This design comes from an exercise in tuning for small area on the open sky130 flow, not from production work.
RTL that was checked went through simulation tests only; none was proved equivalent to the original.
The RTL of run 2 was laid out without a check of its function.
The flow treats the clock pin as an ideal source, which a real chip does not have.
Power is estimated from default activity; no workload was simulated.

==> flow/design.v <==
module encoder16to4 (
    input  [15:0] in,
    output [3:0] out
    );
    assign out = (in[15]) ? 4'd15 :
                 (in[14]) ? 4'd14 :
                 (in[13]) ? 4'd13 :
                 (in[12]) ? 4'd12 :
                 (in[11]) ? 4'd11 :
                 (in[10]) ? 4'd10 :
                 (in[9])  ? 4'd9  :
                 (in[8])  ? 4'd8  :
                 (in[7])  ? 4'd7  :
                 (in[6])  ? 4'd6  :
                 (in[5])  ? 4'd5  :
                 (in[4])  ? 4'd4  :
                 (in[3])  ? 4'd3  :
                 (in[2])  ? 4'd2  :
                 (in[1])  ? 4'd1  : 4'd0;
endmodule
`timescale 1ns / 1ps
module inputs(
    input clk,
    input rst,
    input [15:0] sw,
    output press,
    output [3:0] key
    );
    reg [15:0] s1;
    reg [15:0] d;
    reg [2:0] v;
    reg r1;
    reg [3:0] k1, k2, k3;
    wire [15:0] rise = sw & s1 & ~d;
    wire [3:0] enc;
    encoder16to4 encoder_(
        .in (rise),
        .out (enc)
    );
    always @(posedge clk) begin
        r1 <= rst;
        if (rst || r1) begin
            d <= 16'h0000;
            v <= {v[1:0], 1'b0} & {3{~rst}};
        end
        else begin
            d <= (sw & s1) | (d & (sw | s1));
            v <= {v[1:0], |rise};
        end
        s1 <= sw;
        k1 <= enc;
        k2 <= k1;
        k3 <= k2;
    end
    assign press = v[2];
    assign key = k3;
endmodule
`timescale 1ns / 1ps
module clock(
    input clk,
    input rst,
    input reset,
    output clk_display,
    output clk_blink
    );
    localparam [6:0]  D_PULSE = 7'b1111101,  D_MASK = 7'b1101111,  D_INV = 7'b1010101;
    localparam [15:0] B_PULSE = 16'b0100111010101111, B_MASK = 16'b1111111110110111,
                      B_INV = 16'b1010101010101010;
    reg [6:0]  cd_q;
    reg [15:0] cb_q;
    wire [6:0]  cd = cd_q ^ D_INV;
    wire [15:0] cb = cb_q ^ B_INV;
    assign clk_display = (cd & D_MASK) == (D_PULSE & D_MASK);
    assign clk_blink   = (cb & B_MASK) == (B_PULSE & B_MASK);
    wire clear = rst | reset;
    wire [6:0]  cd_next = (clear | clk_display) ? {6'd0, ~clear} : {cd[5:0], ~(cd[6] ^ cd[2])};
    wire [15:0] cb_next = (clear | clk_blink) ? {15'd0, ~clear} : {cb[14:0], ~(cb[15] ^ cb[8])};
    always @(posedge clk) begin
        cd_q <= cd_next ^ D_INV;
        cb_q <= cb_next ^ B_INV;
    end
endmodule
`timescale 1ns / 1ps
module counter(
    input clk,
    input rst,
    input judged,
    input miss,
    output reg [2:0] level,
    output [2:0] level_next,
    output reg [2:0] high
    );
    wire [2:0] level_inc = {level[2] ^ (level[1] & level[0]), level[1] ^ level[0], ~level[0]};
    assign level_next = judged ? (miss ? 3'd0 : level_inc) : level;
    wire above = (level[2] & ~high[2]) |
                 (~(level[2] ^ high[2]) & ((level[1] & ~high[1]) |
                                           (~(level[1] ^ high[1]) & level[0] & ~high[0])));
    always @(posedge clk) begin
        if (rst) begin
            level <= 0;
            high <= 0;
        end
        else begin
            level <= level_next;
            if (above)
                high <= level;
        end
    end
endmodule
`timescale 1ns / 1ps
module seq_table(
    input [2:0] lvl,
    input [2:0] idx,
    output [3:0] step
    );
    assign step[0] = (~idx[0] & ~lvl[0] & ~lvl[2]) | (idx[0] & lvl[0] & ~lvl[1] & lvl[2]) | (~idx[0] & idx[1] & ~idx[2] & lvl[0] & lvl[2]) | (idx[0] & ~idx[1] & idx[2] & lvl[0]) | (~idx[0] & ~idx[1] & ~idx[2] & ~lvl[0] & ~lvl[1]) | (~idx[0] & ~idx[1] & idx[2] & ~lvl[0] & lvl[1]) | (idx[0] & ~idx[1] & ~idx[2] & ~lvl[0] & lvl[1] & lvl[2]);
    assign step[1] = (~idx[1] & lvl[0] & ~lvl[2]) | (~idx[0] & ~idx[1] & ~idx[2] & lvl[2]) | (~idx[0] & ~idx[1] & idx[2] & lvl[1]) | (idx[1] & ~idx[2] & lvl[0] & lvl[1] & lvl[2]) | (idx[0] & ~idx[1] & ~lvl[2]) | (idx[0] & idx[2] & ~lvl[0]) | (idx[1] & ~lvl[0] & ~lvl[2]) | (idx[0] & idx[1] & lvl[0] & ~lvl[1]) | (idx[0] & idx[1] & ~lvl[0] & lvl[1]) | (idx[0] & ~idx[1] & ~lvl[0] & ~lvl[1]);
    assign step[2] = (~idx[0] & lvl[0] & lvl[1]) | (~lvl[0] & lvl[1] & ~lvl[2]) | (~idx[0] & idx[2] & ~lvl[1]) | (idx[0] & idx[1] & ~lvl[0] & ~lvl[1]) | (~idx[1] & ~idx[2] & lvl[0] & lvl[1] & lvl[2]) | (~idx[0] & ~idx[1] & ~lvl[0] & ~lvl[1] & lvl[2]);
    assign step[3] = (idx[0] & idx[1]) | (~idx[0] & idx[2] & ~lvl[0]) | (idx[0] & lvl[0] & ~lvl[2]) | (~idx[1] & idx[2] & lvl[0] & lvl[1]) | (~idx[0] & ~idx[2] & lvl[0] & ~lvl[1] & lvl[2]) | (~lvl[0] & ~lvl[1] & ~lvl[2]) | (idx[1] & ~lvl[0] & ~lvl[2]) | (idx[0] & ~idx[2] & ~lvl[0] & lvl[1] & lvl[2]);
endmodule
module seq_gen(
    input clk,
    input rst,
    input clk_blink,
    input reset,
    input start_seq,
    input [2:0] level,
    output [15:0] led
    );
    localparam [3:0] IDLE = 4'b1100;
    reg [3:0] index;
    reg [3:0] num;
    wire playing_seq = (index != IDLE);
    wire [3:0] step;
    wire done = index[3] |
                (index[2] & ~level[2]) |
                (~(index[2] ^ level[2]) & ((index[1] & ~level[1]) |
                                           (~(index[1] ^ level[1]) & index[0] & ~level[0])));
    wire [3:0] index_inc = {index[3] ^ (index[2] & index[1] & index[0]),
                            index[2] ^ (index[1] & index[0]),
                            index[1] ^ index[0],
                            ~index[0]};
    seq_table table_(
        .lvl (level),
        .idx (index[2:0]),
        .step (step)
    );
    always @(posedge clk) begin
        if (rst) begin
            index <= IDLE;
        end
        else if (reset) begin
            if (playing_seq)
                index <= 0;
        end
        else if (start_seq) begin
            if (!playing_seq)
                index <= 0;
        end
        else if (clk_blink && playing_seq) begin
            if (done) begin
                index <= IDLE;
            end
            else begin
                num <= step;
                index <= index_inc;
            end
        end
    end
    assign led = {15'd0, playing_seq && index != 0} << num;
endmodule
module player_seq(
    input clk,
    input rst,
    input restart,
    input press,
    input [3:0] key,
    input [2:0] level,
    input [2:0] level_next,
    output reg judged,
    output reg miss
    );
    reg [2:0] index;  
    reg over;
    wire [3:0] step;
    seq_table table_(
        .lvl (level_next),
        .idx (index),
        .step (step)
    );
    wire last = (index == level_next);
    wire [2:0] index_inc = {index[2] ^ (index[1] & index[0]), index[1] ^ index[0], ~index[0]};
    always @(posedge clk) begin
        if (rst || restart) begin
            index <= 0;
            over <= 0;
            judged <= 0;
            miss <= 0;
        end
        else if (over) begin
            index <= 0;
            over <= 0;
            judged <= 1;
        end
        else begin
            judged <= 0;
            if (press) begin
                index <= index_inc;
                over <= last;
                miss <= (miss & ~judged) | (key != step);
            end
            else if (judged) begin
                miss <= 0;
            end
        end
    end
endmodule
module tone_generator(
    input clk,
    input rst,
    input correct,
    input incorrect,
    output sound
    );
    localparam [14:0] P_END = 15'b101000100100010, P_MASK = 15'b110111011111111;
    localparam [8:0]  S_HI  = 9'b001001000,        S_HI_MASK = 9'b101110111;
    localparam [8:0]  S_LO  = 9'b111110011,        S_LO_MASK = 9'b100110111;
    localparam [8:0]  S_INV = 9'b101010101;
    localparam [14:0] P_INV = 15'b101010101010101;
    reg [8:0]  sound_q;
    reg [14:0] play_q;
    wire [8:0]  sound_counter = sound_q ^ S_INV;
    wire [14:0] play_counter = play_q ^ P_INV;
    reg play_enable;
    reg sound_enable;
    reg sound_sel;   
    wire s_hi = (sound_counter & S_HI_MASK) == (S_HI & S_HI_MASK);
    wire s_lo = (sound_counter & S_LO_MASK) == (S_LO & S_LO_MASK);
    wire hit = sound_sel ? s_hi : s_lo;
    wire play_end = play_enable && ((play_counter & P_MASK) == (P_END & P_MASK));
    wire [8:0] sound_next = (!play_enable || hit) ? 9'd0 :
                            s_lo ? 9'h1ff :
                            {sound_counter[7:0], ~(sound_counter[8] ^ sound_counter[3])};
    wire [14:0] play_next = !play_enable ? 15'd0 :
                            {play_counter[13:0], ~(play_counter[14] ^ play_counter[13])};
    always @(posedge clk) begin
        sound_q <= sound_next ^ S_INV;
        play_q <= play_next ^ P_INV;
    end
    always @(posedge clk) begin
        if (rst) begin
            play_enable <= 0;
            sound_enable <= 0;
            sound_sel <= 0;
        end
        else begin
            if (correct) begin
                play_enable <= 1;
                sound_sel <= 1;
            end
            if (incorrect) begin
                play_enable <= 1;
                sound_sel <= 0;
            end
            if (play_end) begin
                play_enable <= 0;
                sound_enable <= 0;
            end
            if (play_enable && hit)
                sound_enable <= ~sound_enable;
        end
    end
    assign sound = play_enable & sound_enable;
endmodule
`timescale 1ns / 1ps
module seg7_control(
    input clk,
    input rst,
    input clk_display,
    input reset,
    input [2:0] level,
    output [0:6] seg,        
    output [3:0] digit       
    );
    reg [1:0] g;
    always @(posedge clk) begin
        if (rst || reset)
            g <= 2'b00;
        else if (clk_display)
            g <= {g[0], ~g[1]};
    end
    wire ones = ~g[0] & ~g[1];
    wire v = g[0] & g[1];
    assign digit[0] = ~ones;
    assign digit[1] = ~(g[0] & ~g[1]);
    assign digit[2] = ~v;
    assign digit[3] = ~(~g[0] & g[1]);
    wire p0 = (~level[0] & ~level[1] & ~level[2]) | (level[0] & level[1] & ~level[2]);
    wire p1 = (~level[1] & level[2]);
    wire p2 = (level[0] & ~level[1] & ~level[2]);
    wire p3 = (~level[0] & ~level[1] & ~level[2]) | (level[0] & level[1] & ~level[2]) | (~level[0] & level[1] & level[2]);
    wire p4 = (~level[0]) | (level[1] & ~level[2]);
    wire p5 = (~level[1] & ~level[2]) | (~level[0] & level[1]);
    wire p6 = (~level[0] & ~level[1] & ~level[2]) | (~level[0] & level[1] & level[2]);
    assign seg[0] = ones ? p0 : 1'b1;
    assign seg[1] = ones ? p1 : ~v;
    assign seg[2] = ones ? p2 : ~v;
    assign seg[3] = ones & p3;
    assign seg[4] = ones & p4;
    assign seg[5] = ones & p5;
    assign seg[6] = ones ? p6 : 1'b1;
endmodule
`timescale 1ns / 1ps
module seg7_2_control(
    input [2:0] level,
    output [0:6] seg
    );
    assign seg[0] = (level[2]) | (~level[0] & level[1]) | (level[0] & ~level[1]);
    assign seg[1] = (~level[2]) | (level[1]);
    assign seg[2] = (level[1]) | (~level[0]) | (level[2]);
    assign seg[3] = (level[0] & level[2]) | (level[0] & ~level[1]) | (~level[1] & level[2]) | (~level[0] & level[1] & ~level[2]);
    assign seg[4] = (level[0] & ~level[1]) | (level[0] & level[2]);
    assign seg[5] = (~level[1] & level[2]) | (level[0] & level[1]);
    assign seg[6] = (level[0]) | (~level[1] & level[2]) | (level[1] & ~level[2]);
endmodule
`timescale 1ns / 1ps
module basys3(
    input clk,
    input rst,
    input [15:0] sw,
    input btn0,
    output [15:0] led,
    output [0:6] seg,
    output [3:0] digit,
    output sound,
    output [0:6] seg2,
    output seg2_sel
    );
    wire       press;
    wire [3:0] key;
    wire       w_display;
    wire       w_blink;
    wire [2:0] level;
    wire [2:0] level_next;
    wire [2:0] high;
    wire       judged;
    wire       miss;
    wire       next_level = judged & ~miss;
    wire       reset_game = judged & miss;
    reg start_seq;
    always @(posedge clk)
        start_seq <= rst | judged;
    inputs inputs_(
        .clk (clk),
        .rst (rst),
        .sw (sw),
        .press (press),
        .key (key)
    );
    clock clock_(
        .clk (clk),
        .rst (rst),
        .reset (reset_game),
        .clk_display (w_display),
        .clk_blink (w_blink)
    );
    seq_gen seq_gen_(
        .clk (clk),
        .rst (rst),
        .clk_blink (w_blink),
        .reset (reset_game),
        .start_seq (start_seq),
        .level (level),
        .led (led)
    );
    player_seq player_seq_(
        .clk (clk),
        .rst (rst),
        .restart (btn0),
        .press (press),
        .key (key),
        .level (level),
        .level_next (level_next),
        .judged (judged),
        .miss (miss)
    );
    tone_generator buzzer(
        .clk (clk),
        .rst (rst),
        .correct (next_level),
        .incorrect (reset_game),
        .sound (sound)
    );
    counter counter_(
        .clk (clk),
        .rst (rst),
        .judged (judged),
        .miss (miss),
        .level (level),
        .level_next (level_next),
        .high (high)
    );
    seg7_control seg7_(
        .clk (clk),
        .rst (rst),
        .clk_display (w_display),
        .reset (reset_game),
        .level (level),
        .seg (seg),
        .digit (digit)
    );
    seg7_2_control seg7_2(
        .level (high),
        .seg (seg2)
    );
    assign seg2_sel = 0;
endmodule
==> flow/flow/run.sh <==
#!/bin/bash
# The standard layout (standard.sh), with three changes made through the
# ORFS hooks it reads from the environment:
#  - port buffers are the smallest buffer, buf_1, instead of the one
#    buffer_ports picks by itself;
#  - the clock tree is built of clkbuf_4 without dummy loads;
#  - after clock tree synthesis, flow/post_cts.tcl upsizes the few tree
#    buffers whose flip-flops would see a slow clock edge.
# standard.sh writes each tool's log under orfs/logs; its own output goes to
# standard_flow.log.
set -euo pipefail
export BUFFER_PORTS_ARGS="-buffer_cell sky130_fd_sc_hd__buf_1"
export CTS_ARGS="-sink_clustering_enable -repair_clock_nets -dont_use_dummy_load -buf_list sky130_fd_sc_hd__clkbuf_4 -sink_clustering_size 20"
export POST_CTS_TCL="$(pwd)/flow/post_cts.tcl"
bash standard.sh > standard_flow.log 2>&1
==> flow/flow/post_cts.tcl <==
estimate_parasitics -placement
set upsized 0
foreach inst [get_cells *] {
  if {[get_property $inst ref_name] ne "sky130_fd_sc_hd__clkbuf_4"} { continue }
  set out [get_pins -of_objects $inst -filter "direction == output"]
  set net [get_nets -of_objects $out]
  set sinks [get_pins -of_objects $net -filter "direction == input"]
  # only buffers that drive flip-flops
  set ffs 0
  foreach p $sinks { if {[get_property $p name] eq "CLK"} { incr ffs } }
  if {$ffs == 0} { continue }
  set worst 0.0
  foreach p $sinks {
    foreach prop {slew_max_rise slew_max_fall} {
      set s [get_property $p $prop]
      if {[string is double -strict $s] && $s > $worst} { set worst $s }
    }
  }
  if {$worst > 0.09} {
    puts "upsizing [get_property $inst name]: [llength $sinks] sinks, slew $worst"
    replace_cell $inst [get_lib_cells sky130_fd_sc_hd__clkbuf_8]
    incr upsized
  }
}
puts "upsized $upsized clock buffers"
if {$upsized > 0} {
  detailed_placement
  estimate_parasitics -placement
}
==> flow/standard.sh <==
#!/bin/bash
# synth_recipe.tcl (not shown) runs the flow's synth.tcl, then flattens the netlist and writes it again
# the make line also repeats each setting of config.mk as NAME=value (left out here)
make -C /OpenROAD-flow-scripts/flow DESIGN_CONFIG=/design/flow/config.mk WORK_HOME=/design/flow/orfs CLKGATE_MAP_FILE= SYNTH_SCRIPT=/design/flow/synth_recipe.tcl "${@:-finish}"
==> flow/config.mk <==
export PLATFORM = sky130hd
export DESIGN_NAME = basys3
export DESIGN_NICKNAME = basys3
export VERILOG_FILES = /design/flow/design.v
export SDC_FILE = /design/flow/constraint.sdc
export NUM_CORES = 4
export LEC_CHECK = 0
export CAP_MARGIN = 20
export CORE_MARGIN = 2
export CORE_UTILIZATION = 40
export SLEW_MARGIN = 20
export SYNTH_HIERARCHICAL = 1
==> flow/constraint.sdc <==
create_clock -name core_clock -period 10.0 [get_ports {clk}]
set_input_delay 2.0000 -clock core_clock [delete_from_list [all_inputs] [get_ports {clk}]]
set_output_delay 2.0000 -clock core_clock [all_outputs]
set_load 0.01 [all_outputs]
==> flow_summary.toml, run 1 <==
[grt]
grt_start_max_net_pins = 37
via_count_of_the_first_global_routing_pass = 3822
total_global_route_track_usage_pct = 14.7
grt.overflow.total = 0
grt_first_pass_wirelength_mm = 17.2
grt_antenna_before_repair = 1

[floorplanning]
floorplan.die_area_mm2 = 0.0145
boundaryPins = 55
core_area_mm2 = 0.0132
start_util_pct = 40.9
die_y_um = 120
std_cell_rows = 42
fp.dieW_um = 120

[worst_setup_path]
cpMostUsedCell = "nand2_1"
worstPathCellList = "inv_1 > ha_1 > nand2_1 > nand2_1 > nor4_1 > buf_1"
critical_path.slowest_cell = "dfxtp_1"
worst-endpoint-required_ps = 8000
path_class = "flip-flop to output port"
timing.critical_path.slowest_cell_delay_ps = 760
critPathCaptureType = "output port"
peak_fanout_along_the_critical_path = 23
crit_path_start_kind = "flip-flop"
cp_data_arrival_time_ps = 2340

[synthesis]
synth_sequential_area_ratio_pct = 45.4
syn_inst = 570
fraction_of_registers_with_async_set_reset_pct = 0
postSynthAreaPerCell_um2 = 9.51
synth-warning-count = 14
yosys_most_used_dff = "dfxtp_1"
number_of_synthesized_flops_with_an_enable_pin = 4
synth.cell_area_mm2 = 0.00542
yosys_register_bits = 121
synth_cell_types = 78
mappedNetlistNets = 597

[drt]
number_of_drc_markers_after_the_initial_detailed_route_iteration = 194
drt-pass1-iter-count = 4
wire_per_inst_um = 12.4
via_per_inst = 5.16
routed-via-count = 4106
drt_wl_total_mm = 9.86
ant_nets = 0
drt_drc_violations_left = 0

[finish]
layout_common_cells = "dfxtp_1, nand2_1, buf_1"
layout.cells.most_common = "dfxtp_1"
nets = 648
area_growth_syn_to_layout_pct = 7.76
drive_above_1_share_pct = 9.05
final_core_utilization_pct = 44.1
layoutNonFillerInstCount = 796

[sta]
finalMaxSlewViolations = 0
fin_crit_ps = 4340
rel_slew_slack_pct = 44.9
rsz0062_at_grt = "no"
post-route-period-util_pct = 43.4
finalHoldViolations = 0
clock.fmax_mhz = 230
setup_viol_count_final = 0
worst-slew-pin-transition_ps = 825
final_total_negative_setup_slack_ps = 0
finalClockSkew_ps = 27.5

[pwr]
power_density_mw_per_mm2 = 137
finalPower_mw = 0.802
power.ir.vdd_worst_mv = 0.139
power_leakage_nw = 2.12

[clock_tree]
tritoncts_num_sinks = 121
clk_transition_reported_paths_ps = 70
worst_skew_pair.late_latency_ps = 530
tritoncts = "built"

[placement]
place.detailed.hpwl_mm = 6.76
numPlacedInstances = 778
global_placer_s_final_weighted_congestion = 0.744
count_of_input_and_output_buffers = 53

[outcome]
run_status = "no timing/DRC/antenna violations"

[flow_run]
cap_viol_max_count = 0

[hold_path]
timing.hold.worst.class = "flip-flop to flip-flop"
## critical path, delay by kind of cell (launching register included)
| kind | cells | cell delay [ps] |
|---|---|---|
| DFF | 1 | 760 |
| adders and majority gates | 1 | 260 |
| buffers and inverters | 2 | 290 |
| and+or+nand+nor | 3 | 510 |
## cell type report
cell class	count	area, µm²
multi-input cells	404	2690
flip-flops and latches	121	2460
fillers	1298	7400
clock buffers	17	165
diodes	1	2.50
inverters	22	87.6
repair buffers	55	214
well taps	176	220
## sequential cells by signal (all words and copies together), names as in the netlist, 2 cells and up
name	count
clock_.cb_q	16
inputs_.d	16
inputs_.s1	16
buzzer.play_q	15
buzzer.sound_q	9
clock_.cd_q	7
inputs_.k1	4
inputs_.k2	4
inputs_.k3	4
seq_gen_.index	4
seq_gen_.num	4
counter_.high	3
counter_.level	3
inputs_.v	3
player_seq_.index	3
seg7_.g	2
## worst paths after layout
check	startpoint	endpoint	slack, ps	cells past startpoint
hold / removal	inputs_.k1[2]	inputs_.k2[2]	320	0
hold reg to reg	inputs_.k1[2]	inputs_.k2[2]	320	0
setup / recovery	seq_gen_.index[0]	led[12]	5660	6
setup reg to reg	counter_.level[0]	player_seq_.miss	6790	9
## where the power goes
part           total, mW  internal [mW]  leakage (nW)  switching, mW
Clock              0.245          0.102        0.0938          0.143
Sequential         0.509          0.500         0.994        0.00936
Combinational     0.0474         0.0209          1.03         0.0265
Total              0.802          0.623          2.12          0.179
## routing by layer
metal	vias to the layer above	part of all wire [%]	track usage, %
met5	-	0	0
met4	0	1.1	4.80
met3	8	4.8	5.38
met2	86	47	23.9
met1	1904	47	17.9
li1	2108	-	-
## cells in the mapped netlist, types with 6 or more instances
library cell / instances / area, µm²
dfxtp_1: 117 / 2340
nand2_1: 55 / 206
nor2_1: 43 / 161
o21ai_0: 29 / 145
a21oi_1: 24 / 120
nand2b_1: 23 / 144
and3b_1: 21 / 184
inv_1: 21 / 78.8
nand3_1: 18 / 90.1
nor3_1: 18 / 90.1
nor2b_1: 16 / 100
xor2_1: 13 / 114
buf_6: 10 / 113
nor4_2: 10 / 125
ha_1: 8 / 100
nor4_1: 8 / 50.1
buf_2: 7 / 35.0
nand3b_1: 6 / 45.0
## kinds of logic (layout without fill, tap and decap cells)
kind of cell / Yosys count / after routing / synth area share [%]
muxes: 7 / 7 / 1.34
and+or+nand+nor: 263 / 263 / 30.0
AOI/OAI and AO/OA: 107 / 107 / 13.4
DFF: 121 / 121 / 45.4
adders and majority gates: 8 / 8 / 1.85
xor gates and xnor gates: 18 / 18 / 2.91
other: 1 / 2 / 0.0692
buffers and inverters: 45 / 94 / 4.96
## per-stage QoR
stage                     area (µm²)  hold slack (ps)  setup slack [ps]
after detailed placement        5670              312              6220
after global routing            5840              335              5390
after floorplan                 5420              310              6730
after global placement          5670              311              6370
final                           5840              322              5660
## modules after synthesis (local to each module, per instance)
module,copies in the design,area [µm²],flops+latches
player_seq,1,303,6
inputs,1,1420,48
counter,1,325,6
clock,1,771,23
tone_generator,1,847,27
basys3,1,53.8,1
encoder16to4,1,141,0
seq_gen,1,571,8
seq_table,2,363,0
seg7_2_control,1,76.3,0
seg7_control,1,189,2
==> inputs of run 2 (changes only) <==
--- a/flow/design.v
+++ b/flow/design.v
@@ -128,8 +128,7 @@
     output [15:0] led
     );
-    localparam [3:0] IDLE = 4'b1100;
-    reg [3:0] index;
+    reg [3:0] index;   
     reg [3:0] num;
-    wire playing_seq = (index != IDLE);
+    reg playing_seq;
     wire [3:0] step;
     wire done = index[3] |
@@ -148,17 +147,17 @@
     always @(posedge clk) begin
         if (rst) begin
-            index <= IDLE;
+            index <= 0;
+            playing_seq <= 0;
         end
         else if (reset) begin
-            if (playing_seq)
-                index <= 0;
+            index <= 0;
         end
         else if (start_seq) begin
-            if (!playing_seq)
-                index <= 0;
+            playing_seq <= 1;
         end
         else if (clk_blink && playing_seq) begin
             if (done) begin
-                index <= IDLE;
+                playing_seq <= 0;
+                index <= 0;
             end
             else begin
@@ -168,5 +167,5 @@
         end
     end
-    assign led = {15'd0, playing_seq && index != 0} << num;
+    assign led = {15'd0, |index} << num;
 endmodule
 module player_seq(
--- a/flow/config.mk
+++ b/flow/config.mk
@@ -10,3 +10,2 @@
 export CORE_UTILIZATION = 40
 export SLEW_MARGIN = 20
-export SYNTH_HIERARCHICAL = 1
==> run 2 against run 1 <==
  * Highest routed layer unchanged
  * Critical path depth is 1 lower
  * Total power decreased by 1.1%
  * Routed wire length increased by 5.5%
  * Final cell count grew 1.5%
  * Non-clock buffer count fell by 1
  * Critical path type unchanged
  * Sequential power about the same
  * Die area down 4.4%
  * Largest power group unchanged
==> flow_summary.toml, run 2 <==
[worst_setup_path]
cp_data_arrival_time_ps = 2670
r2r.worst_path.cells = 8
crit_path_start_kind = "flip-flop"
path_class = "flip-flop to output port"
worst-endpoint-required_ps = 8000
peak_fanout_along_the_critical_path = 26
critPathCaptureType = "output port"

[sta]
rsz0062_at_grt = "no"
fin_crit_ps = 4670
rel_slew_slack_pct = 41.2
finalHoldViolations = 0
final_total_negative_setup_slack_ps = 0
clock.fmax_mhz = 214
post-route-period-util_pct = 46.7
worst-slew-pin-transition_ps = 881
finalClockSkew_ps = 27.0
finalMaxSlewViolations = 0
setup_viol_count_final = 0

[drt]
routed-via-count = 4191
drt_drc_violations_left = 0
drt_wl_total_mm = 10.4
ant_nets = 0
via_per_inst = 5.19
wire_per_inst_um = 12.9
number_of_drc_markers_after_the_initial_detailed_route_iteration = 197
drt-pass1-iter-count = 6

[pwr]
finalPower_mw = 0.793
power_frac_clock_pct = 31.5
share_comb_of_total_power_pct = 4.2
sw_frac_of_total_pct = 21.9
intPower_mw = 0.619
power.ir.vdd_worst_mv = 0.107
power_leakage_nw = 2.03
power.switching_mw = 0.174
power.share.sequential_pct = 64.3
power_density_mw_per_mm2 = 140

[grt]
grt_antenna_before_repair = 0
grt_first_pass_wirelength_mm = 18.1
total_global_route_track_usage_pct = 15.8
via_count_of_the_first_global_routing_pass = 3982
grt.overflow.total = 0
grt_start_max_net_pins = 27

[synthesis]
synth.cells.most_frequent = "dfxtp_1, nand2_1, nor2_1"
fraction_of_registers_with_async_set_reset_pct = 0
synth.most_common_cell = "dfxtp_1"
syn_inst = 587
postSynthAreaPerCell_um2 = 8.82
synth_sequential_area_ratio_pct = 48.0
yosys_most_used_dff = "dfxtp_1"
synth_cell_types = 65
netlist_top_cells_area = "dfxtp_1, nand2_1, nor2_1"
yosys_register_bits = 122
synth_largest_area_cell = "dfxtp_1"
synth.cell_area_mm2 = 0.00517
synth-warning-count = 8
mappedNetlistNets = 626
synth_top_cell_area_share_pct = 45.6
number_of_synthesized_flops_with_an_enable_pin = 4

[floorplanning]
fp.dieW_um = 118
boundaryPins = 55
start_util_pct = 41.0
core_area_mm2 = 0.0126
die_y_um = 118
std_cell_rows = 41
floorplan.die_area_mm2 = 0.0139

[clock_tree]
clk_transition_reported_paths_ps = 80
tritoncts = "built"
tritoncts_num_sinks = 122
worst_skew_pair.late_latency_ps = 550

[hold_path]
min_delay_path_depth = 0
timing.hold.worst.class = "flip-flop to flip-flop"

[finish]
drive_above_1_share_pct = 3.93
nFillCells = 1247
final_core_utilization_pct = 44.9
nets = 677
top_regs = "clock_.cb_q (16), inputs_.d (16), inputs_.s1 (16)"
multi_input_comb_area_mm2 = 0.00253
layoutNonFillerInstCount = 808
register_area_mm2 = 0.00248
layout_common_cells = "dfxtp_1, nand2_1, nor2_1"
diodes = 0
layout.cells.most_common = "dfxtp_1"
area_growth_syn_to_layout_pct = 9.53

[placement]
count_of_input_and_output_buffers = 53
place.detailed.hpwl_mm = 7.43
global_placer_s_final_weighted_congestion = 0.846
numPlacedInstances = 791

[flow_run]
cap_viol_max_count = 0

[outcome]
run_status = "no timing/DRC/antenna violations"
run 2: cell types whose count changed after synthesis, sizes merged, moves of 14 or more:
cell / delta
nor2: +24
buf: -14
nand2: +24
nand3: -15
nor4: -15
and3b: -21
run 2: worst max-delay path: stages (launching register included):
cell     delay [ps]
dfxtp_1         900
inv_1           320
ha_1            310
nor2b_1         140
or3_1           330
buf_1           130
run 2: cells by family after synthesis:
logic type / share of synthesized area [%]
buffers and inverters: 3.05
AOI/OAI and AO/OA: 15.5
and+or+nand+nor: 24.8
xor gates and xnor gates: 2.03
muxes: 1.77
other: 0.0725
adders and majority gates: 4.84
DFF: 48.0
run 2: cell type report:
type	instances	share of cell area (%)
Multi-Input combinational cell	426	44.7
Inverter	17	1.13
Clock buffer	17	2.91
Sequential cell	122	43.8
Timing Repair Buffer	54	3.64
Tap cell	172	3.80
run 2: worst paths after layout:
check	startpoint	end	slack [ps]
worst max-delay path	counter_.level[0]	seg[0]	5330
worst min register to register	inputs_.k2[0]	inputs_.k3[0]	320
worst min-delay path	inputs_.k2[0]	inputs_.k3[0]	320
worst max register to register	counter_.level[0]	player_seq_.miss	6470
run 2: per-stage QoR:
step	hold slack [ps]	setup slack, ps	area, µm²
floorplan	310	6230	5170
global placement	311	5970	5500
detailed placement	312	5900	5500
global route	314	5100	5670
finish	317	5330	5670
run 2: power groups by stage:
stage | logic (mW) | clock network (mW) | registers (mW)
finish | 0.0336 | 0.249 | 0.510
detailed placement | 0.0338 | 0 | 0.521
global placement | 0.0329 | 0 | 0.520
global route | 0.0389 | 0.286 | 0.511
floorplan | 0.0241 | 0 | 0.519
run 2: metal layers:
| metal | vias up | track usage, % | share of wire (%) |
|---|---|---|---|
| met5 | - | 0 | 0 |
| met4 | 0 | 6.70 | 1.2 |
| met3 | 11 | 5.52 | 5.5 |
| met2 | 98 | 24.9 | 45 |
| met1 | 1943 | 19.6 | 48 |
| li1 | 2139 | - | - |
==> inputs of run 3 (changes only) <==
--- a/flow/design.v
+++ b/flow/design.v
@@ -119,4 +119,14 @@
     assign step[3] = (idx[0] & idx[1]) | (~idx[0] & idx[2] & ~lvl[0]) | (idx[0] & lvl[0] & ~lvl[2]) | (~idx[1] & idx[2] & lvl[0] & lvl[1]) | (~idx[0] & ~idx[2] & lvl[0] & ~lvl[1] & lvl[2]) | (~lvl[0] & ~lvl[1] & ~lvl[2]) | (idx[1] & ~lvl[0] & ~lvl[2]) | (idx[0] & ~idx[2] & ~lvl[0] & lvl[1] & lvl[2]);
 endmodule
+module seq_table_lit(
+    input [2:0] lvl,
+    input [2:0] idx,
+    output [3:0] step
+    );
+    assign step[0] = (idx[0] & ~lvl[0] & ~lvl[2]) | (~idx[0] & lvl[0] & ~lvl[1] & lvl[2]) | (idx[0] & idx[1] & ~idx[2] & lvl[0] & lvl[2]) | (~idx[0] & idx[1] & idx[2] & lvl[0]) | (~idx[1] & ~idx[2] & ~lvl[0] & ~lvl[1]) | (~idx[0] & ~idx[2] & ~lvl[0] & lvl[1] & lvl[2]) | (idx[0] & ~idx[1] & idx[2] & ~lvl[0] & lvl[1]);
+    assign step[1] = (idx[0] & ~idx[1] & ~idx[2] & lvl[0]) | (~idx[1] & idx[2] & lvl[1] & lvl[2]) | (~idx[0] & idx[1] & ~lvl[2]) | (~idx[1] & ~idx[2] & ~lvl[0] & lvl[2]) | (idx[1] & ~lvl[0] & ~lvl[2]) | (~idx[0] & idx[2] & ~lvl[0] & lvl[1]) | (~idx[0] & idx[1] & ~lvl[0] & ~lvl[1]) | (~idx[0] & ~idx[1] & lvl[0] & ~lvl[1]) | (idx[0] & ~idx[2] & lvl[0] & lvl[1] & lvl[2]);
+    assign step[2] = (idx[0] & lvl[0] & lvl[1]) | (~lvl[0] & lvl[1] & ~lvl[2]) | (~idx[1] & ~lvl[0] & ~lvl[1] & lvl[2]) | (idx[0] & idx[2] & ~lvl[1]) | (idx[1] & ~idx[2] & lvl[0] & lvl[1] & lvl[2]);
+    assign step[3] = (~idx[0] & ~idx[1]) | (idx[0] & idx[2] & ~lvl[0]) | (~idx[0] & lvl[0] & ~lvl[2]) | (idx[0] & ~idx[2] & lvl[0] & ~lvl[1] & lvl[2]) | (~lvl[0] & ~lvl[1] & ~lvl[2]) | (~idx[1] & idx[2] & lvl[1]) | (idx[0] & idx[1] & ~lvl[0] & ~lvl[2]) | (~idx[0] & idx[2] & lvl[0] & lvl[1]) | (~idx[0] & ~idx[2] & ~lvl[0] & lvl[1] & lvl[2]);
+endmodule
 module seq_gen(
     input clk,
@@ -128,8 +138,10 @@
     output [15:0] led
     );
-    reg [3:0] index;   
-    reg [3:0] num;
-    reg playing_seq;
-    wire [3:0] step;
+    localparam [3:0] IDLE = 4'b1100;
+    reg [3:0] index;
+    reg [2:0] level_lit;
+    wire playing_seq = (index != IDLE);
+    wire lit = playing_seq && (index != 0);
+    wire [3:0] num;
     wire done = index[3] |
                 (index[2] & ~level[2]) |
@@ -140,32 +152,32 @@
                             index[1] ^ index[0],
                             ~index[0]};
-    seq_table table_(
-        .lvl (level),
+    seq_table_lit table_(
+        .lvl (level_lit),
         .idx (index[2:0]),
-        .step (step)
+        .step (num)
     );
     always @(posedge clk) begin
         if (rst) begin
-            index <= 0;
-            playing_seq <= 0;
+            index <= IDLE;
         end
         else if (reset) begin
-            index <= 0;
+            if (playing_seq)
+                index <= 0;
         end
         else if (start_seq) begin
-            playing_seq <= 1;
+            if (!playing_seq)
+                index <= 0;
         end
         else if (clk_blink && playing_seq) begin
             if (done) begin
-                playing_seq <= 0;
-                index <= 0;
+                index <= IDLE;
             end
             else begin
-                num <= step;
+                level_lit <= level;
                 index <= index_inc;
             end
         end
     end
-    assign led = {15'd0, |index} << num;
+    assign led = lit ? 16'd1 << num : 16'd0;
 endmodule
 module player_seq(
--- a/flow/config.mk
+++ b/flow/config.mk
@@ -6,4 +6,5 @@
 export NUM_CORES = 4
 export LEC_CHECK = 0
+export ABC_AREA = 1
 export CAP_MARGIN = 20
 export CORE_MARGIN = 2
==> run 3 against run 2 <==
  * Worst setup slack gained 63 ps
  * Sequential power shrank 1%
  * Global-route usage grew 0.51 points
==> flow_summary.toml, run 3 <==
[grt]
grt_start_max_net_pins = 18
grt_first_pass_wirelength_mm = 18.6
via_count_of_the_first_global_routing_pass = 4192
grt.overflow.total = 0
total_global_route_track_usage_pct = 16.3
grt_antenna_before_repair = 0

[placement]
global_placer_s_final_weighted_congestion = 0.893
dpl_cell_area_mm2 = 0.00554
count_of_input_and_output_buffers = 53
dp_worst_setup_slack_ps = 5940
numPlacedInstances = 884
place.detailed.hpwl_mm = 7.85

[drt]
drt_wl_total_mm = 10.5
drt_drc_violations_left = 0
drt-pass1-iter-count = 4
via_per_inst = 4.87
routed-via-count = 4387
ant_nets = 0
wire_per_inst_um = 11.6
number_of_drc_markers_after_the_initial_detailed_route_iteration = 218

[worst_setup_path]
r2r.worst_path.cells = 15
critPathCaptureType = "output port"
reg2reg_setup_slack_ps = 7620
worst-endpoint-required_ps = 8000
rr_startpoint = "counter_.level[1]"
crit-reg2reg-capture = "player_seq_.miss"
path_class = "flip-flop to output port"
worstSetupStartpoint = "seq_gen_.index[1]"
peak_fanout_along_the_critical_path = 9
cp_data_arrival_time_ps = 2600
crit_path_start_kind = "flip-flop"

[synthesis]
yosys_most_used_dff = "dfxtp_1"
mappedNetlistNets = 708
synth.most_common_cell = "nand2_1"
netlist_top_cells_area = "dfxtp_1, nand2_1, nor2_1"
fraction_of_registers_with_async_set_reset_pct = 0
postSynthAreaPerCell_um2 = 7.76
synth_largest_area_cell = "dfxtp_1"
number_of_synthesized_flops_with_an_enable_pin = 3
yosys_register_bits = 120
synth-warning-count = 8
synthXorXnorAreaFrac_pct = 0.338
synth.cells.most_frequent = "nand2_1, dfxtp_1, nor2_1"
synth-compound-area-share_pct = 12.8
synth_sequential_area_ratio_pct = 46.9
synth.cell_area_mm2 = 0.00518
synth_top_cell_area_share_pct = 45.2
synth_cell_types = 47
largest_family_of_logic_cells_by_synthesized_area = "simple AND/OR/NAND/NOR gates"
yosys.area_share.adder_pct = 5.07
synthMuxAreaShare_pct = 0
syn_inst = 668
post_synthesis_share_of_cell_area_spent_on_and_or_nand_and_nor_gates_pct = 27.8

[floorplanning]
core_area_mm2 = 0.0126
std_cell_rows = 41
floorplan.die_area_mm2 = 0.0139
start_util_pct = 41.1
fp.dieW_um = 118
boundaryPins = 55
die_y_um = 118

[finish]
post_route_standard_cell_area_excluding_fillers_mm2 = 0.00570
layoutNonFillerInstCount = 901
layout.cells.most_common = "nand2_1"
nets = 771
top_regs = "clock_.cb_q (16), inputs_.d (16), inputs_.s1 (16)"
drive_above_1_share_pct = 8.50
area_growth_syn_to_layout_pct = 10.0
diodes = 0
layout_common_cells = "nand2_1, dfxtp_1, nor2_1"

[sta]
worst-slew-pin-transition_ps = 998
post-route-period-util_pct = 46.0
finalClockSkew_ps = 29.1
finalHoldViolations = 0
rsz0062_at_grt = "no"
setup_viol_count_final = 0
setup_slack_ps = 5400
final_total_negative_setup_slack_ps = 0
clock.fmax_mhz = 217
fin_crit_ps = 4600
finalMaxSlewViolations = 0
rel_slew_slack_pct = 33.2

[pwr]
power.ir.vdd_worst_mv = 0.0911
power_leakage_nw = 2.37
power_density_mw_per_mm2 = 142

[hold_path]
timing.hold.worst.start = "inputs_.k2[3]"
hold_end = "inputs_.k3[3]"
min_delay_path_depth = 0
timing.hold.worst.class = "flip-flop to flip-flop"

[clock_tree]
tritoncts = "built"
tritoncts_num_sinks = 120
clk_transition_reported_paths_ps = 70
worst_skew_pair.late_latency_ps = 530

[outcome]
run_status = "no timing/DRC/antenna violations"

[flow_run]
cap_viol_max_count = 0
run 3: routing by layer:
metal  GRT usage, %  wire length [µm]  up-vias  share of wire (%)
met5              0                 0        -                  0
met1           19.6              4890     1980                 47
li1               -                 -     2270                  -
met2           27.0              4880      118                 47
met4           6.55               175        0                1.7
met3           5.28               537       19                5.1
run 3: worst max path at each step:
stage                   to  slack [ps]
finish              led[5]        5400
global placement    led[1]        5990
detailed placement  led[1]        5940
global route        led[9]        5130
floorplan           led[0]        6200
run 3: logic make-up (layout without fill, tap and decap cells):
kind of cell,Yosys count,count (layout)
other,1,1
buffers and inverters,90,151
XOR/XNOR,2,2
adder cells (fa/ha/maj),21,21
AND/OR/NAND/NOR,331,331
AO/OA/AOI/OAI,103,103
flip-flops,120,120
run 3: per-stage QoR:
step | power [mW] | hold WS [ps] | util [%]
6_report | 0.806 | 318 | 45.2
2_1_floorplan | 0.557 | 310 | -
3_3_place_gp | 0.572 | 311 | 43.9
5_1_grt | 0.850 | 327 | 45.2
3_5_place_dp | 0.575 | 312 | 43.9
run 3: worst max-delay path: stages (launching register included):
cell,delay (ps)
dfxtp_1,500
inv_1,150
ha_1,250
nand2_1,80
o21ai_0,140
a2111oi_4,450
inv_2,80
nor2_2,110
nand2_1,80
nor2_1,90
buf_1,160
run 3: cell type report:
cell class / instances / area (µm²)
clock buffers: 17 / 159
fillers: 1298 / 6920
inverters: 81 / 307
multi-input cells: 458 / 2390
flip-flops and latches: 120 / 2430
well taps: 172 / 215
repair buffers: 53 / 199
run 3: where the power goes:
part           internal [mW]  switching (mW)
sequential             0.495         0.00922
combinational         0.0202          0.0388
clock                 0.0980           0.145
total                  0.613           0.193
==> inputs of run 4 (changes only) <==
--- a/flow/config.mk
+++ b/flow/config.mk
@@ -6,5 +6,4 @@
 export NUM_CORES = 4
 export LEC_CHECK = 0
-export ABC_AREA = 1
 export CAP_MARGIN = 20
 export CORE_MARGIN = 2
==> run 4 against run 3 <==
  * Core utilization is 0.79 points lower
  * Worst setup slack got worse by 250 ps
  * Total power fell by 1.4%
  * Clock skew decreased by 6.3 ps
  * Critical path type unchanged
  * Highest routed layer unchanged
==> flow_summary.toml, run 4 <==
[outcome]
run_status = "no timing/DRC/antenna violations"

[clock_tree]
tritoncts = "built"
tritoncts_num_sinks = 120
worst_skew_pair.late_latency_ps = 510
clk_transition_reported_paths_ps = 70

[drt]
drt_drc_violations_left = 0
ant_nets = 0
drt-pass1-iter-count = 5
drt_wl_total_mm = 9.55
number_of_drc_markers_after_the_initial_detailed_route_iteration = 272
routed-via-count = 3952
via_per_inst = 4.96
wire_per_inst_um = 12.0

[floorplanning]
floorplan.die_area_mm2 = 0.0135
core_area_mm2 = 0.0125
boundaryPins = 55
start_util_pct = 40.5
die_y_um = 116
std_cell_rows = 41
fp.dieW_um = 116

[worst_setup_path]
cp_top_family = "simple AND/OR/NAND/NOR gates"
rr_startpoint = "counter_.level[0]"
critPathCaptureType = "output port"
r2r.worst_path.cells = 9
cp_data_arrival_time_ps = 2850
crit_path_start_kind = "flip-flop"
timing.critical_path.slowest_cell_delay_ps = 610
worstPathBufferInverterCount = 1
crit-reg2reg-capture = "player_seq_.miss"
peak_fanout_along_the_critical_path = 14
worst-path-stages = 8
worstPathCellList = "nand2b_1 > nor3b_1 > a21oi_1 > o22ai_1 > or4_1 > or2_2 > nor2_1 > buf_1"
worst-endpoint-required_ps = 8000
critical_path.slowest_cell = "dfxtp_1"
path_class = "flip-flop to output port"
reg2reg_setup_slack_ps = 6920

[grt]
grt.overflow.total = 0
via_count_of_the_first_global_routing_pass = 3701
grt_antenna_before_repair = 0
grt_start_max_net_pins = 24
total_global_route_track_usage_pct = 15.0
grt_first_pass_wirelength_mm = 16.1

[flow_run]
cap_viol_max_count = 0

[synthesis]
synth.cell_area_mm2 = 0.00505
synth-warning-count = 8
syn_inst = 574
netlist_top_cells_area = "dfxtp_1, nand2_1, nor2_1"
synth.most_common_cell = "dfxtp_1"
postSynthAreaPerCell_um2 = 8.80
synth_top_cell_area_share_pct = 46.4
number_of_synthesized_flops_with_an_enable_pin = 3
mappedNetlistNets = 614
yosys_register_bits = 120
synth_sequential_area_ratio_pct = 48.2
yosys_most_used_dff = "dfxtp_1"
synth_cell_types = 62
synth.cells.most_frequent = "dfxtp_1, nand2_1, nor2_1"
synth_largest_area_cell = "dfxtp_1"
fraction_of_registers_with_async_set_reset_pct = 0

[placement]
numPlacedInstances = 780
count_of_input_and_output_buffers = 53
global_placer_s_final_weighted_congestion = 0.869
place.detailed.hpwl_mm = 6.84
dp_worst_setup_slack_ps = 5730

[pwr]
power_density_mw_per_mm2 = 144
power.ir.vdd_worst_mv = 0.0874
finalPower_mw = 0.796
power_leakage_nw = 2.07

[finish]
diodes = 0
layout_common_cells = "dfxtp_1, nand2_1, nor2_1"
area_growth_syn_to_layout_pct = 9.54
layout.cells.most_common = "dfxtp_1"
layoutNonFillerInstCount = 797
top_regs = "clock_.cb_q (16), inputs_.d (16), inputs_.s1 (16)"
drive_above_1_share_pct = 4.80
nets = 667

[sta]
finalClockSkew_ps = 22.8
finalMaxSlewViolations = 0
post-route-period-util_pct = 48.5
setup_slack_ps = 5150
final_total_negative_setup_slack_ps = 0
rsz0062_at_grt = "no"
rel_slew_slack_pct = 38.6
worst-slew-pin-transition_ps = 922
clock.fmax_mhz = 206
fin_crit_ps = 4850
setup_viol_count_final = 0
finalHoldViolations = 0

[hold_path]
hold_end = "inputs_.k3[2]"
min_delay_path_depth = 0
timing.hold.worst.class = "flip-flop to flip-flop"
timing.hold.worst.start = "inputs_.k2[2]"
-- run 4: cell types whose count changed after synthesis, sizes merged, moves of 7 or more --
cell | previous run | this run
a21boi | 15 | 1
nand3b | 1 | 11
nor2 | 118 | 73
nand2 | 153 | 75
nor2b | 0 | 15
xnor2 | 1 | 10
clkbuf | 3 | 10
a21oi | 23 | 41
nand3 | 35 | 8
nand4 | 8 | 1
inv | 80 | 22
nand2b | 0 | 14
-- run 4: power by group --
| part | internal, mW | total (mW) | switching [mW] |
|---|---|---|---|
| Sequential | 0.495 | 0.503 | 0.00831 |
| Clock | 0.107 | 0.251 | 0.145 |
| Combinational | 0.0167 | 0.0411 | 0.0244 |
-- run 4: cell type report --
| cell class | instances | area (µm²) |
|---|---|---|
| clock buffers | 17 | 171 |
| fillers | 1227 | 6930 |
| inverters | 22 | 82.6 |
| multi-input cells | 412 | 2420 |
| flip-flops and latches | 120 | 2430 |
| well taps | 172 | 215 |
| repair buffers | 54 | 206 |
-- run 4: worst max path at each step --
stage                                 start  endpoint  slack, ps
final                     seq_gen_.index[2]    led[4]       5150
after global routing      seq_gen_.index[2]    led[2]       4920
after detailed placement  seq_gen_.index[2]    led[4]       5730
after global placement    seq_gen_.index[2]    led[2]       5820
after floorplan           seq_gen_.index[0]    led[0]       6090
-- run 4: per-layer routing --
layer  wire, µm  part of all wire [%]  up-vias  track usage (%)
li1           -                     -     2063                -
met1       4530                    47     1769             17.4
met2       4460                    47      112             25.9
met3        461                   4.8        8             4.93
met4         91                  0.95        0             5.32
met5          0                     0        -                0
-- run 4: per-stage QoR --
stage | util (%) | instance area (µm²) | hold slack (ps)
finish | 44.4 | 5530 | 315
floorplan | - | 5050 | 310
detailed placement | 43.0 | 5360 | 312
global route | 44.4 | 5530 | 319
global placement | 43.0 | 5360 | 310
-- run 4: logic make-up (layout without fill, tap and decap cells) --
logic type,Yosys count,count (layout),share of synthesized area (%)
other,1,1,0.0743
buffers and inverters,42,93,3.84
DFF,120,120,48.2
muxes,8,8,1.64
and+or+nand+nor,247,247,24.2
adders and majority gates,21,21,5.20
xor gates and xnor gates,14,14,2.43
AOI/OAI and AO/OA,121,121,14.4
==> inputs of run 5 (changes only) <==
--- a/flow/flow/post_cts.tcl
+++ b/flow/flow/post_cts.tcl
@@ -17,5 +17,5 @@
     }
   }
-  if {$worst > 0.09} {
+  if {$worst > 0.105} {
     puts "upsizing [get_property $inst name]: [llength $sinks] sinks, slew $worst"
     replace_cell $inst [get_lib_cells sky130_fd_sc_hd__clkbuf_8]
==> run 5 against run 4 <==
  * Sequential cell count is the same
  * Global-route usage is essentially flat
  * Clock power shrank 11%
  * Clock skew grew 4.1 ps
  * First-iteration DRC count shrank 4.8%
  * Synthesized area is the same
  * Sequential power is essentially flat
  * Worst setup slack gained 5.3 ps
  * Total power shrank 3.5%
  * Hold slack gained 8.8 ps
  * Design area shrank 0.68%
  * Critical path type unchanged
  * Largest power group unchanged
  * Highest routed layer unchanged
==> flow_summary.toml, run 5 <==
[placement]
global_placer_s_final_weighted_congestion = 0.869
count_of_input_and_output_buffers = 53
place.detailed.hpwl_mm = 6.84
dp_worst_setup_slack_ps = 5730
dpl_cell_area_mm2 = 0.00536

[grt]
via_count_of_the_first_global_routing_pass = 3695
total_global_route_track_usage_pct = 14.9
grt.overflow.total = 0
grt_first_pass_wirelength_mm = 16.1
grt_start_max_net_pins = 24
grt_antenna_before_repair = 0

[finish]
diodes = 0
drive_above_1_share_pct = 4.80
top_regs = "clock_.cb_q (16), inputs_.d (16), inputs_.s1 (16)"
nFillCells = 1231
nets = 667
layout_common_cells = "dfxtp_1, nand2_1, nor2_1"
layout.cells.most_common = "dfxtp_1"
area_growth_syn_to_layout_pct = 8.80
final_core_utilization_pct = 44.1
post_route_standard_cell_area_excluding_fillers_mm2 = 0.00549

[clock_tree]
clk_transition_reported_paths_ps = 100
tritoncts = "built"
tritoncts_num_sinks = 120
worst_skew_pair.late_latency_ps = 490

[drt]
ant_nets = 0
drt_drc_violations_left = 0
drt-pass1-iter-count = 5
number_of_drc_markers_after_the_initial_detailed_route_iteration = 259
drt_wl_total_mm = 9.53
via_per_inst = 4.97
wire_per_inst_um = 12.0
routed-via-count = 3961

[synthesis]
fraction_of_registers_with_async_set_reset_pct = 0
yosys_most_used_dff = "dfxtp_1"
synth-warning-count = 8
synth.cell_area_mm2 = 0.00505
mappedNetlistNets = 614
postSynthAreaPerCell_um2 = 8.80
synth_cell_types = 62
yosys_register_bits = 120
synth_largest_area_cell = "dfxtp_1"
syn_inst = 574
synth_sequential_area_ratio_pct = 48.2
synth_top_cell_area_share_pct = 46.4
number_of_synthesized_flops_with_an_enable_pin = 3
synth.most_common_cell = "dfxtp_1"
netlist_top_cells_area = "dfxtp_1, nand2_1, nor2_1"
synth.cells.most_frequent = "dfxtp_1, nand2_1, nor2_1"

[sta]
finalHoldViolations = 0
final.hold.worst_slack_ps = 324
finalMaxSlewViolations = 0
setup_viol_count_final = 0
clock.fmax_mhz = 206
worst-slew-pin-transition_ps = 920
finalClockSkew_ps = 26.9
rsz0062_at_grt = "no"
post-route-period-util_pct = 48.5
fin_crit_ps = 4850
setup_slack_ps = 5150
rel_slew_slack_pct = 38.7
final_total_negative_setup_slack_ps = 0

[flow_run]
cap_viol_max_count = 0

[pwr]
power.ir.vdd_worst_mv = 0.0874
share_comb_of_total_power_pct = 5.4
power_density_mw_per_mm2 = 140
power.share.sequential_pct = 65.5
power_leakage_nw = 2.05
power.switching_mw = 0.175
power_frac_clock_pct = 29.1
intPower_mw = 0.593
sw_frac_of_total_pct = 22.8

[worst_setup_path]
cp_data_arrival_time_ps = 2850
path_class = "flip-flop to output port"
critPathCaptureType = "output port"
worst-endpoint-required_ps = 8000
peak_fanout_along_the_critical_path = 14
crit_path_start_kind = "flip-flop"

[floorplanning]
fp.dieW_um = 116
std_cell_rows = 41
boundaryPins = 55
start_util_pct = 40.5
core_area_mm2 = 0.0125
floorplan.die_area_mm2 = 0.0135
die_y_um = 116

[hold_path]
timing.hold.worst.class = "flip-flop to flip-flop"

[outcome]
run_status = "no timing/DRC/antenna violations"
run 5: cell counts after synthesis:
Identical to the previous run, type by type.
run 5: per-stage QoR:
| stage | power, mW | cells |
|---|---|---|
| floorplan | 0.542 | 574 |
| global placement | 0.554 | 780 |
| detailed placement | 0.555 | 780 |
| global route | 0.803 | 797 |
| finish | 0.768 | 797 |
run 5: layout make-up:
type                       count  area (µm²)  share of cell area [%]
sequential                   120        2430                    44.3
multi-input combinational    412        2420                    44.1
tap                          172         215                    3.92
timing repair buffer          54         206                    3.76
clock buffer                  17         134                    2.44
inverter                      22        82.6                    1.50
run 5: power by group through the flow:
| stage | logic (mW) | clock network, mW | registers (mW) |
|---|---|---|---|
| after floorplan | 0.0310 | 0 | 0.511 |
| after global placement | 0.0404 | 0 | 0.513 |
| final | 0.0411 | 0.224 | 0.503 |
| after detailed placement | 0.0414 | 0 | 0.514 |
| after global routing | 0.0473 | 0.252 | 0.504 |
run 5: layer usage:
| metal | part of all wire, % | track usage (%) |
|---|---|---|
| met3 | 4.9 | 4.77 |
| met2 | 46 | 25.9 |
| met4 | 1.2 | 5.32 |
| met5 | 0 | 0 |
| met1 | 48 | 17.4 |
run 5: worst max-delay path, stage by stage, from the launching register on:
cell      delay [ps]
dfxtp_1          630
nand2b_1         230
nor3b_1           70
a21oi_1          160
o22ai_1          110
or4_1            580
or2_2            340
nor2_1           100
buf_1            160
run 5: final timing paths:
check               startpoint               end  slack, ps  depth (start not counted)
max          seq_gen_.index[2]            led[4]       5150                          8
min reg2reg      inputs_.k1[3]     inputs_.k2[3]        320                          0
min              inputs_.k1[3]     inputs_.k2[3]        320                          0
max reg2reg  counter_.level[0]  player_seq_.miss       6910                          9
run 5: kinds of logic (layout without fill, tap and decap cells):
kind of cell / Yosys count / count (layout) / synth area share [%]
simple gates: 247 / 247 / 24.2
xor+xnor: 14 / 14 / 2.43
buf+inv: 42 / 93 / 3.84
other cells: 1 / 1 / 0.0743
compound gates: 121 / 121 / 14.4
fa+ha+maj: 21 / 21 / 5.20
mux: 8 / 8 / 1.64
flops: 120 / 120 / 48.2

## port drivers added, routing unchanged
No port has a modelled driver above. Below, the same layouts with a new extraction and two added sets of constraints. Step 1, drivers: a clkbuf_16 drives clk and a buf_2 each remaining input, both assumed. Step 2 adds t to the input delays and takes it off the output delays; t is the mean of the earliest and latest rising clock arrival at the registers after step 1. Input paths then give back, and output paths get back, about the clock's delay inside the block. Three values: ideal ports, drivers, drivers and shift; two values: the first two.
run | shift t [ns] | slack for setup (ns) | pins driven straight from the clock port
run 1 | 0.549 | 5.657 / 5.623 / 6.172 | 1
run 2 | 0.567 | 5.332 / 5.301 / 5.868 | 1
run 3 | 0.550 | 5.395 / 5.364 / 5.915 | 1
run 4 | 0.528 | 5.145 / 5.113 / 5.642 | 1
run 5 | 0.512 | 5.150 / 5.119 / 5.631 | 1
After both steps every run listed still meets setup and hold.
